Source: an optimization exercise on an open RTL-to-GDS flow (aim: small area). Production flows keep margins and buffers that such runs may drop. Function was checked by simulation only, so behaviour that the tests miss may differ from the original. Power and IR drop assume default switching activity.

$ cat flow/design.v
module reset_conditioner(
    input clk,
    input in,
    output reg out
  );
  localparam STAGES = 3'h4;
  reg [3:0] M_stage_d, M_stage_q;
  always @* begin
    M_stage_d = M_stage_q;
    M_stage_d = {M_stage_q[0+2-:3], 1'h0};
    out = M_stage_q[3+0-:1];
  end
  always @(posedge clk) begin
    if (in == 1'b1) begin
      M_stage_q <= 4'hf;
    end else begin
      M_stage_q <= M_stage_d;
    end
  end
endmodule
module seven_seg_multiplexing(
    input rst,
    input clk,
    input [13:0] displayed_number,
    output reg [3:0] digit,
    output reg [7:0] segments
    );
    reg [18:0] counter; 
    wire [1:0] digit_activating_counter;
    wire third_digit;
    reg [3:0] figure;
    reg [7:0] activating_dp;
    always @(posedge clk or posedge rst) begin 
        if (rst == 1)
            counter <= 0;
        else
            counter <= counter + 1;
    end
    assign digit_activating_counter = counter[18:17];
    always @(*) begin
        case (digit_activating_counter)
          2'b00: begin
                   digit = ~4'b1000;  
                   figure = displayed_number / 1000;  
                 end
          2'b01: begin
                   digit = ~4'b0100;  
                   figure = (displayed_number % 1000) / 100;  
                 end
          2'b10: begin
                   digit = ~4'b0010;  
                   figure = ((displayed_number % 1000) % 100) / 10;  
                 end
          2'b11: begin
                   digit = ~4'b0001;  
                   figure = ((displayed_number % 1000) % 100) % 10;  
                 end   
          default: begin
                     digit = ~4'b1000;  
                     figure = displayed_number / 1000;
                   end
        endcase
    end
    assign third_digit = digit_activating_counter == 2'b10;
    always @(*) begin
        activating_dp = third_digit ? ~8'b10000000 : ~8'h00 ;  
        case (figure)           
            4'b0000: segments = ~8'b00111111 & activating_dp;  
            4'b0001: segments = ~8'b00000110 & activating_dp;  
            4'b0010: segments = ~8'b01011011 & activating_dp;  
            4'b0011: segments = ~8'b01001111 & activating_dp;  
            4'b0100: segments = ~8'b01100110 & activating_dp;  
            4'b0101: segments = ~8'b01101101 & activating_dp;  
            4'b0110: segments = ~8'b01111101 & activating_dp;  
            4'b0111: segments = ~8'b00000111 & activating_dp;  
            4'b1000: segments = ~8'b01111111 & activating_dp;  
            4'b1001: segments = ~8'b01101111 & activating_dp;  
            default: segments = ~8'b00111111 & activating_dp;  
        endcase            
    end
endmodule
module tenth_second_counter
    #(parameter ticks_1_second = 100_000_000)  
    (input rst,
     input clk,
     input enable,
     output reg [13:0] out
    );
    reg [24:0] counter;
    always @(posedge clk or posedge rst) begin
        if (rst == 1) begin
            counter <= 0;
            out <= 0;
        end
        else if (enable == 1) begin
                if (counter >= ticks_1_second/10 - 1) begin  
                   counter <= 0;
                   out <= out + 1;
                end else
                   counter <= counter + 1;
             end       
    end 
endmodule
module au_top(
    input clk,               
    input rst_n,             
    input  usb_rx,           
    output usb_tx,           
    output [7:0] io_seg,     
    output [3:0] io_sel,     
    input  [4:0] io_button,  
    input  [23:0] io_dip     
  );
    wire rst;
    reset_conditioner rst_cond(
         .clk(clk),
         .in(!rst_n),
         .out(rst)
         );
    assign usb_tx = usb_rx;          
    wire [13:0] displayed_number;    
    seven_seg_multiplexing seven_seg_multiplexing_inst( 
        .clk(clk),
        .rst(rst),
        .displayed_number(displayed_number),
        .digit(io_sel),
        .segments(io_seg)
        );
    tenth_second_counter #(.ticks_1_second(100)) tenth_second_counter_inst(   
        .rst(rst),
        .clk(clk),
        .enable(~io_button[1]),   
        .out(displayed_number)
        );
endmodule
$ cat flow/config.mk
export PLATFORM = sky130hd
export DESIGN_NAME = au_top
export DESIGN_NICKNAME = au_top
export VERILOG_FILES = /design/flow/design.v
export SDC_FILE = /design/flow/constraint.sdc
export NUM_CORES = 4
export LEC_CHECK = 0
export CAP_MARGIN = 20
export CORE_MARGIN = 2
export CORE_UTILIZATION = 40
export SLEW_MARGIN = 20
$ cat flow/run.sh
#!/bin/bash
# synth_recipe.tcl (not shown) runs the flow's synth.tcl, then flattens the netlist and writes it again
# the make line also repeats each setting of config.mk as NAME=value (left out here)
make -C /OpenROAD-flow-scripts/flow DESIGN_CONFIG=/design/flow/config.mk WORK_HOME=/design/flow/orfs CLKGATE_MAP_FILE= SYNTH_SCRIPT=/design/flow/synth_recipe.tcl finish
$ cat flow/constraint.sdc
create_clock -name core_clock -period 16.0 [get_ports {clk}]
set_input_delay 3.2000 -clock core_clock [delete_from_list [all_inputs] [get_ports {clk}]]
set_output_delay 3.2000 -clock core_clock [all_outputs]
set_load 0.01 [all_outputs]
==> results of run 1 <==
==> report_power, final <==
group          total (mW)  internal, mW  switching [mW]  leakage (nW)
registers           0.197         0.169          0.0279         0.815
clock network       0.190         0.121          0.0686         0.139
logic               0.295         0.110           0.184          1.63
==> sequential cells by signal, summed over array words and instances, names as in the netlist <==
register / flops
tenth_second_counter_inst.counter: 25
tenth_second_counter_inst.out: 14
rst_cond.M_stage_q: 4
seven_seg_multiplexing_inst.counter: 19
==> critical path: cells and delay by family, from the launching register on <==
kind | cells | cell delay [ns]
adders and majority gates | 1 | 0.29
and+or+nand+nor | 14 | 3.75
muxes | 4 | 1.28
buffers and inverters | 1 | 0.58
DFF | 1 | 0.81
AOI/OAI and AO/OA | 10 | 3.61
==> worst paths after layout <==
| path | cells after the start | startpoint | end | slack [ns] |
|---|---|---|---|---|
| worst min register to register | 1 | rst_cond.M_stage_q[3] | seven_seg_multiplexing_inst.counter[1] | 0.18 |
| max in group asynchronous | 2 | rst_cond.M_stage_q[3] | tenth_second_counter_inst.out[13] | 15.00 |
| min in group core_clock | 1 | rst_cond.M_stage_q[2] | rst_cond.M_stage_q[3] | 0.40 |
| worst max-delay path | 30 | tenth_second_counter_inst.out[8] | io_seg[6] | 2.14 |
| worst max register to register | 11 | tenth_second_counter_inst.counter[1] | tenth_second_counter_inst.out[11] | 12.59 |
| worst min-delay path | 1 | rst_cond.M_stage_q[3] | seven_seg_multiplexing_inst.counter[1] | 0.18 |
==> placed cells by master, fill, tap and decap left out, drive strengths merged, types with 7 or more instances in the layout <==
master         instances
mux2i                 10
nor2                  88
o211ai                 7
a21oi                 41
o31ai                 15
o311ai                 7
xnor2                 40
nor4                  13
or2                    7
nor3                  32
xor2                  13
or3                    9
a21o                  10
nand2b                 8
clkdlybuf4s50         14
a31oi                 15
inv                   19
and3                  16
o21a                   8
dfrtp                 58
o21ai                 38
a211oi                14
clkbuf                10
nand3                 38
ha                     7
nand4                 18
and2                  12
o22ai                  9
nand2                 53
==> cells by family (layout without fill, tap and decap cells) <==
| logic type | count (synthesis) | in the layout |
|---|---|---|
| flip-flops | 62 | 62 |
| multiplexers | 14 | 14 |
| XOR/XNOR | 53 | 53 |
| buffers and inverters | 55 | 50 |
| adder cells (fa/ha/maj) | 9 | 9 |
| AND/OR/NAND/NOR | 317 | 317 |
| AO/OA/AOI/OAI | 248 | 248 |
==> layer usage <==
layer	vias up	part of all wire (%)
met5	-	0
met4	0	1.6
met3	24	2.6
met2	109	49
met1	2852	47
li1	2902	-
==> cells in the mapped netlist (5+ instances only) <==
cell       number  area, um2
o21ai_1         8       40.0
clkbuf_1       17       63.8
o21a_1          8       60.1
xnor2_1        39        342
a31oi_1        13       81.3
a21oi_1        39        195
o211ai_1        6       45.0
inv_1          18       67.6
or3_1           9       56.3
ha_1            7       87.6
nand2_1        52        195
nand3_1        38        190
xor2_1         13        114
and3_1         15       93.8
nor2_1         86        323
a22oi_1         6       45.0
dfrtp_1        58       1450
nor4_1         12       75.1
nand4_1        15       93.8
a211o_1         6       52.6
a21o_1         10       75.1
a211oi_1        9       67.6
a2111oi_0       5       43.8
or4_1           5       37.5
a211oi_2        5       62.6
nand2b_1        8       50.1
buf_2          13       65.1
o31ai_1        14        105
o21ai_0        28        140
mux2i_1         8       80.1
nor3_1         27        135
o22ai_1         8       50.1
and2_1         11       68.8
==> final cells by class <==
| class | instances | area share, % |
|---|---|---|
| Clock buffer | 10 | 3.45 |
| Clock inverter | 6 | 1.07 |
| Multi-Input combinational cell | 641 | 65.5 |
| Inverter | 18 | 1.02 |
| Timing Repair Buffer | 16 | 2.33 |
| Tap cell | 188 | 3.54 |
| Sequential cell | 62 | 23.0 |
==> per-stage QoR <==
step           utilization, %  hold slack (ns)  setup slack (ns)
3_5_place_dp             42.0            0.192              2.64
4_1_cts                  44.0            0.197              2.25
2_1_floorplan               -            0.386              4.92
5_1_grt                  44.0            0.222              1.37
3_3_place_gp             42.0            0.186              2.88
6_report                 44.0            0.181              2.14
==> results.tsv, run 1 <==
stage	metric	value	unit
clocking	htreeDepth	3	
floorplanning	start_util	40.6	%
clocking	ctsResizeCount	0	
placement	placed_cell_area	6340	um2
timing	drv_slew	0	
global_route	top_usage_layer	met2	
floorplanning	die_h	128	um
global_route	grt_max_degree	40	
global_route	grt_pass1_vias	5690	
global_route	met3_usage	1.79	%
setup_path	crit_path_frequent_cell	mux2i_1	
floorplanning	core.rowCount	45	
placement	place_congestion	0.865	
min_path	min_path_type	flip-flop to async pin	
global_route	grt_overflow_total	0	
timing	setup_violations	0	
setup_path	worstSetupPathType	flip-flop to output port	
setup_path	cp-end-kind	output port	
timing	tightest_slew	0.883	ns
clocking	postCtsSetupRepairBufs	0	
synthesis	syn_inst	758	
setup_path	slowest_stage	dfrtp_1	
global_route	grt_pass1_wl	27300	um
synthesis	synthXorXnorAreaFrac	7.70	%
power	total_power	0.681	mW
placement	port_buffers	14	
power	p_per_area	103	nW/um2
global_route	grtUsageMet1	26.3	%
timing	maxSlewHeadroom	41.1	%
routing	drtPass1Iterations	5	
clocking	hold_buffers	0	
setup_path	worstPathRequired	12.80	ns
power	p_leak	2.58	nW
setup_path	cp_max_fo	20	
synthesis	ys_ff_latch	62	
clocking	root_buffer	clkbuf_16	
layout	fin_area	6650	um2
placement	dp.cells	925	
synthesis	ys_types	110	
floorplanning	die_area	16300	um2
clocking	cts_buffer_depth	2	
floorplanning	die_w	128	um
floorplanning	pin_count	45	
synthesis	yosys_most_used_dff	dfrtp_1	
routing	post_drt_wl_per_cell	16.6	um
synthesis	synth_area_per_cell	8.08	um2
timing	timing.fmax	72.1	MHz
routing	routed_wl	15600	um
synthesis	synth-compound-area-share	31.4	%
layout	final_cell_count_no_fill	941	
synthesis	synth_edf_count	0	
setup_path	startpoint_type	flip-flop	
timing	finalSetupTns	0	ns
flow_run	cap_violations	0	
routing	remaining_drc_errors	0	
synthesis	netlist_area	6130	um2
layout	drive_gt1_share	9.83	%
timing	finalHoldViolations	0	
timing	fin_skew	0.00509	ns
synthesis	synth_top_family_by_area	compound AO/OA/AOI/OAI gates	
timing	period_share	86.6	%
layout	nFillCells	1522	
synthesis	synth_seq_area_share	25.0	%
layout	regArea	1530	um2
routing	drt_first_iter_violations	443	
layout	antenna_cells	0	
routing	dr_total_vias	5887	
global_route	antenna_found_initial	0	
status	outcome	timing/DRC/antenna clean	
power	max-vdd-ir-drop	0.104	mV
global_route	grt_use_met2	33.9	%
synthesis	synthAdderAreaFrac	1.76	%
synthesis	synth_fp_nets	797	
setup_path	critPathArrivalTime	10.66	ns
clocking	cts.sink_count	62	
setup_path	max_stage_delay	0.81	ns
placement	dp_hpwl	12000	um
clocking	path_clk_slew	0.05	ns
global_route	gr-usage-all-layers	19.8	%
timing	rsz0062_at_grt	no	
layout	multi_input_area	4360	um2
clocking	tritoncts	done	
routing	vias_per_cell	6.26	
layout	syn2layout_area_growth	8.43	%
clocking	cts_inserted_buffers	9	
synthesis	yosys_warnings	3	
routing	antenna_left	0	
timing	min_period	13.86	ns
floorplanning	coreArea	15100	um2
synthesis	async_flop_share	93.5	%
synthesis	synth_simple_gate_area_share	27.6	%
synthesis	synth.area.mux_share	2.49	%
clocking	clk_latency	0.33	ns
layout	layout.nets	787	
==> inputs of run 2 (changes only) <==
==> flow/design.v (replaced) <==
module reset_conditioner(
    input clk,
    input rst_n,
    input stop,
    output run,
    output carry
  );
    reg [3:0] q;
    reg [3:0] d;
    assign run = ~(q[3] & q[2]);
    assign carry = run & ~stop & (q == 4'd9);
    always @* begin
        case (q)
            4'd0:  d = stop ? 4'd0 : 4'd1;
            4'd1:  d = stop ? 4'd1 : 4'd2;
            4'd2:  d = stop ? 4'd2 : 4'd3;
            4'd3:  d = stop ? 4'd3 : 4'd4;
            4'd4:  d = stop ? 4'd4 : 4'd5;
            4'd5:  d = stop ? 4'd5 : 4'd6;
            4'd6:  d = stop ? 4'd6 : 4'd7;
            4'd7:  d = stop ? 4'd7 : 4'd8;
            4'd8:  d = stop ? 4'd8 : 4'd9;
            4'd9:  d = stop ? 4'd9 : 4'd0;
            4'd15: d = 4'd14;
            4'd14: d = 4'd13;
            4'd13: d = 4'd12;
            4'd12: d = 4'd0;
            default: d = 4'bxxxx;
        endcase
    end
    always @(posedge clk) begin
        if (!rst_n)
            q <= 4'd15;
        else
            q <= d;
    end
endmodule
module seven_seg_multiplexing(
    input clk,
    input clr,
    input [3:0] d0,
    input [3:0] d1,
    input [3:0] d2,
    input [3:0] d3,
    output reg [3:0] digit,
    output reg [7:0] segments
    );
    localparam [17:1] POL = 17'b10101010101010101;
    localparam [17:1] RST = 17'b00000000000000001 ^ POL;
    reg [17:1] p;
    reg [1:0] s;
    wire [17:1] x = p ^ POL;
    wire z16 = (x[16:1] == 16'd0);
    wire tick = z16 & ~x[17];
    wire f = x[17] ^ x[14] ^ z16;
    always @(posedge clk) begin
        if (clr) begin
            p <= RST;
            s <= 2'd0;
        end else begin
            p <= {~p[16:1], f ^ POL[1]};
            if (tick) s <= s + 2'd1;
        end
    end
    reg [3:0] fig;
    always @(*) begin
        case (s)
            2'd0: begin digit = 4'b0111; fig = d3; end
            2'd1: begin digit = 4'b1011; fig = d2; end
            2'd2: begin digit = 4'b1101; fig = d1; end
            default: begin digit = 4'b1110; fig = d0; end
        endcase
        segments[7] = digit[1];
        case (fig)
            4'd1: segments[6:0] = 7'b1111001;
            4'd2: segments[6:0] = 7'b0100100;
            4'd3: segments[6:0] = 7'b0110000;
            4'd4: segments[6:0] = 7'b0011001;
            4'd5: segments[6:0] = 7'b0010010;
            4'd6: segments[6:0] = 7'b0000010;
            4'd7: segments[6:0] = 7'b1111000;
            4'd8: segments[6:0] = 7'b0000000;
            4'd9: segments[6:0] = 7'b0010000;
            default: segments[6:0] = 7'b1000000;
        endcase
    end
endmodule
module tenth_second_counter(
    input clk,
    input rst_n,
    input inc,
    output reg [3:0] units,
    output reg [3:0] tens,
    output reg [3:0] hundreds,
    output [3:0] thousands
  );
    reg [4:0] th;
    assign thousands = th[3:0];
    wire c1 = inc & (units == 4'd9);
    wire c2 = c1 & (tens == 4'd9);
    wire c3 = c2 & (hundreds == 4'd9);
    wire wrap = inc & th[4] & hundreds[1] & hundreds[0] & tens[3] & units[1] & units[0];
    wire clr = ~rst_n | wrap;
    always @(posedge clk) begin
        if (clr) begin
            units <= 4'd0;
            tens <= 4'd0;
            hundreds <= 4'd0;
            th <= 5'd0;
        end else begin
            if (inc) units <= (units == 4'd9) ? 4'd0 : units + 4'd1;
            if (c1) tens <= (tens == 4'd9) ? 4'd0 : tens + 4'd1;
            if (c2) hundreds <= (hundreds == 4'd9) ? 4'd0 : hundreds + 4'd1;
            if (c3) th <= th + 5'd1;
        end
    end
endmodule
module au_top(
    input clk,
    input rst_n,
    input  usb_rx,
    output usb_tx,
    output [7:0] io_seg,
    output [3:0] io_sel,
    input  [4:0] io_button,
    input  [23:0] io_dip
  );
    wire run;     
    wire en;      
    wire carry;   
    assign usb_tx = usb_rx;
    reset_conditioner rst_cond(
        .clk(clk),
        .rst_n(rst_n),
        .stop(io_button[1]),
        .run(run),
        .carry(carry)
        );
    wire [3:0] d0, d1, d2, d3;
    tenth_second_counter cnt(
        .clk(clk),
        .rst_n(rst_n),
        .inc(carry),
        .units(d0),
        .tens(d1),
        .hundreds(d2),
        .thousands(d3)
        );
    seven_seg_multiplexing mux(
        .clk(clk),
        .clr(~(rst_n & run)),
        .d0(d0), .d1(d1), .d2(d2), .d3(d3),
        .digit(io_sel),
        .segments(io_seg)
        );
endmodule
==> run 2 against run 1 <==
  * Still clean on timing, DRC and antenna
  * Sequential share of layout area rose by 11 points
  * Critical path depth fell by 30
  * Total power fell by 64%
  * Register-to-register slack improved by 1.1 ns
  * Critical endpoint is now usb_tx
  * Highest routed layer unchanged
==> results.tsv, run 2 <==
stage	metric	value	unit	change
global_route	grt_overflow_total	0		unchanged
layout	antenna_cells	0		unchanged
timing	maxSlewHeadroom	65.2	%	was 41.1%
clocking	htreeDepth	2		was 3
synthesis	ys_types	51		was 110
setup_path	critPathArrivalTime	3.20	ns	was 10.66 ns
setup_path	cp-end-kind	output port		unchanged
power	total_power	0.245	mW	was 0.681 mW
routing	vias_per_cell	5.36		was 6.26
min_path	min_path_type	flip-flop to flip-flop		was flip-flop to async pin
synthesis	synth_top_area_share	39.1	%	was 23.7%
synthesis	synth_common_cells	dfxtp_1, a21oi_1, nand2_1, nor2_1, inv_1		was nor2_1, dfrtp_1, nand2_1, a21oi_1, xnor2_1
placement	place_congestion	0.804		was 0.865
floorplanning	coreArea	5010	um2	was 15100 um2
synthesis	synth_most_common_cell	dfxtp_1		was nor2_1
floorplanning	die_area	5710	um2	was 16300 um2
timing	drv_slew	0		unchanged
placement	port_buffers	14		unchanged
clocking	cts_inserted_buffers	5		was 9
routing	routed_wl	4000	um	was 15600 um
status	outcome	timing/DRC/antenna clean		unchanged
routing	remaining_drc_errors	0		unchanged
clocking	root_buffer	clkbuf_8		was clkbuf_16
global_route	grt_max_degree	16		was 40
synthesis	synth_fp_nets	278		was 797
floorplanning	die_w	75.6	um	was 128 um
timing	timing.fmax	156	MHz	was 72.1 MHz
clocking	cts_buffer_depth	2		unchanged
synthesis	synth_area_leader_cell	dfxtp_1		was dfrtp_1
placement	dp_hpwl	2900	um	was 12000 um
synthesis	ys_ff_latch	40		was 62
setup_path	startpoint_type	primary input		was flip-flop
timing	rsz0062_at_grt	no		unchanged
synthesis	synth_edf_count	0		unchanged
power	p_leak	0.859	nW	was 2.58 nW
layout	largest_register	mux.p		was tenth_second_counter_inst.counter
layout	syn2layout_area_growth	14.0	%	was 8.43%
floorplanning	start_util	40.9	%	was 40.6%
power	max-vdd-ir-drop	0.0812	mV	was 0.104 mV
timing	tightest_slew	0.521	ns	was 0.883 ns
flow_run	cap_violations	0		unchanged
routing	antenna_left	0		unchanged
floorplanning	pin_count	45		unchanged
layout	final_cell_mix	dfxtp_1, a21oi_1, nor2_1, nand2_1, inv_1		was nor2_1, dfrtp_1, nand2_1
timing	finalSetupTns	0	ns	unchanged
routing	drt_first_iter_violations	85		was 443
global_route	grt_pass1_wl	6910	um	was 27300 um
global_route	antenna_found_initial	0		unchanged
synthesis	syn_inst	238		was 758
timing	setup_ws	9.60	ns	was 2.14 ns
floorplanning	core.rowCount	26		was 45
synthesis	synth_seq_area_share	39.1	%	was 25.0%
routing	post_drt_wl_per_cell	12.5	um	was 16.6 um
global_route	gr-usage-all-layers	15.7	%	was 19.8%
layout	reg_top3	mux.p (17), cnt.th (5)		was tenth_second_counter_inst.counter (25), seven_seg_multiplexing_inst.counter (19), tenth_second_counter_inst.out (14)
setup_path	cp_max_fo	1		was 20
floorplanning	die_h	75.6	um	was 128 um
layout	nFillCells	518		was 1522
placement	pre_cts_ws	9.60	ns	was 2.64 ns
layout	layout.nets	289		was 787
clocking	postCtsSetupRepairBufs	0		unchanged
layout	fin_area	2340	um2	was 6650 um2
global_route	grt_pass1_vias	1529		was 5690
timing	fin_skew	0.00123	ns	was 0.00509 ns
clocking	cts.sink_count	40		was 62
timing	period_share	40.0	%	was 86.6%
layout	drive_gt1_share	8.00	%	was 9.83%
clocking	tritoncts	done		unchanged
synthesis	synth_area_per_cell	8.61	um2	was 8.08 um2
synthesis	netlist_area	2050	um2	was 6130 um2
setup_path	worstPathRequired	12.80	ns	about the same
power	p_per_area	105	nW/um2	was 103 nW/um2
clocking	path_clk_slew	0.08	ns	was 0.05 ns
timing	setup_violations	0		unchanged
routing	dr_total_vias	1715		was 5887
layout	utilization	46.7	%	was 44.0%
layout	largest_reg_flops	17		was 25
synthesis	yosys-top-cells-area	dfxtp_1, ha_1, a21oi_1		was dfrtp_1, xnor2_1, nor2_1
timing	finalHoldViolations	0		unchanged
timing	min_period	6.40	ns	was 13.86 ns
clocking	hold_buffers	0		unchanged
layout	layout_commonest_cell	dfxtp_1		was nor2_1
placement	placed_cell_area	2220	um2	was 6340 um2
clocking	ctsResizeCount	0		unchanged
synthesis	yosys_warnings	3		unchanged
synthesis	async_flop_share	0	%	was 93.5%
synthesis	yosys_most_used_dff	dfxtp_1		was dfrtp_1
routing	drtPass1Iterations	7		was 5
setup_path	worstSetupPathType	primary input to output port		was flip-flop to output port
clocking	clk_latency	0.29	ns	was 0.33 ns
run 2: cell families (layout without fill, tap and decap cells):
family | after synthesis | count (layout) | synth area share [%]
AOI/OAI and AO/OA | 58 | 58 | 17.6
xor gates and xnor gates | 5 | 5 | 2.14
adders and majority gates | 8 | 8 | 4.88
buffers and inverters | 28 | 40 | 6.65
DFF | 40 | 40 | 39.1
muxes | 6 | 6 | 2.99
and+or+nand+nor | 93 | 93 | 26.6
run 2: layer usage:
metal / global-route usage, % / routed length, um
met5: 0 / 0
met4: 5.26 / 14
met3: 3.31 / 159
met2: 25.4 / 1840
met1: 21.0 / 1990
run 2: worst paths after layout:
kind / to / slack [ns] / cells after the start / startpoint
min: mux.p[5] / 0.38 / 1 / mux.p[4]
max reg2reg: cnt.th[4] / 13.72 / 5 / rst_cond.q[3]
max: usb_tx / 9.60 / 0 / usb_rx
min reg2reg: mux.p[5] / 0.38 / 1 / mux.p[4]
run 2: final cells by class:
cell class                 instances  area, um2  share of cell area [%]
multi-input combinational        170       1110                    47.6
sequential                        40        801                    34.3
timing repair buffer              16        155                    6.64
tap                               70       87.6                    3.75
clock buffer                       6       82.6                    3.53
inverter                          16       60.1                    2.57
clock inverter                     2       38.8                    1.66
run 2: through the flow:
stage,hold WS [ns],instances
final,0.384,320
after detailed placement,0.366,312
after floorplan,0.354,238
after global placement,0.366,312
after CTS,0.386,320
after global routing,0.395,320
run 2: report_power, final:
| group | switching (mW) | internal [mW] | total [mW] | leakage [nW] |
|---|---|---|---|---|
| Sequential | 0.0117 | 0.107 | 0.119 | 0.324 |
| Combinational | 0.0227 | 0.0176 | 0.0403 | 0.474 |
| Clock | 0.0353 | 0.0510 | 0.0863 | 0.0614 |
| Total | 0.0696 | 0.176 | 0.245 | 0.859 |

re-timing with driven ports:
In the flow no input, the clock included, has a driving cell. The finished layouts below were timed again as built, in two steps.
Step 1 (the two cells are an assumption about what drives the block):
set clk [get_ports {clk}]
set_driving_cell -lib_cell sky130_fd_sc_hd__clkbuf_16 $clk
set_driving_cell -lib_cell sky130_fd_sc_hd__buf_2 [delete_from_list [all_inputs] $clk]
Step 2 times the ports against the registers' clock, not the clock port: input delays grow and output delays shrink by t, the midpoint of the rising clock arrivals with the driver on.
Three values: ideal ports, drivers, drivers and shift; two values: the first two.
run | t, ns | setup WS [ns] | latest minus earliest clock arrival (ns) | worst register clock-pin slew, ns | pins driven straight from the clock port
run 1 | 0.355 | 2.138 / 2.106 / 2.461 | 0.006 / 0.006 | 0.06 / 0.06 | 1
run 2 | 0.309 | 9.600 / 9.559 / 9.559 | 0.002 / 0.001 | 0.08 / 0.08 | 1
After both steps every run listed still meets setup and hold. For run 2, which loses most, drivers alone change the setup slack by -0.041 ns; drivers and shift together by -0.041 ns.
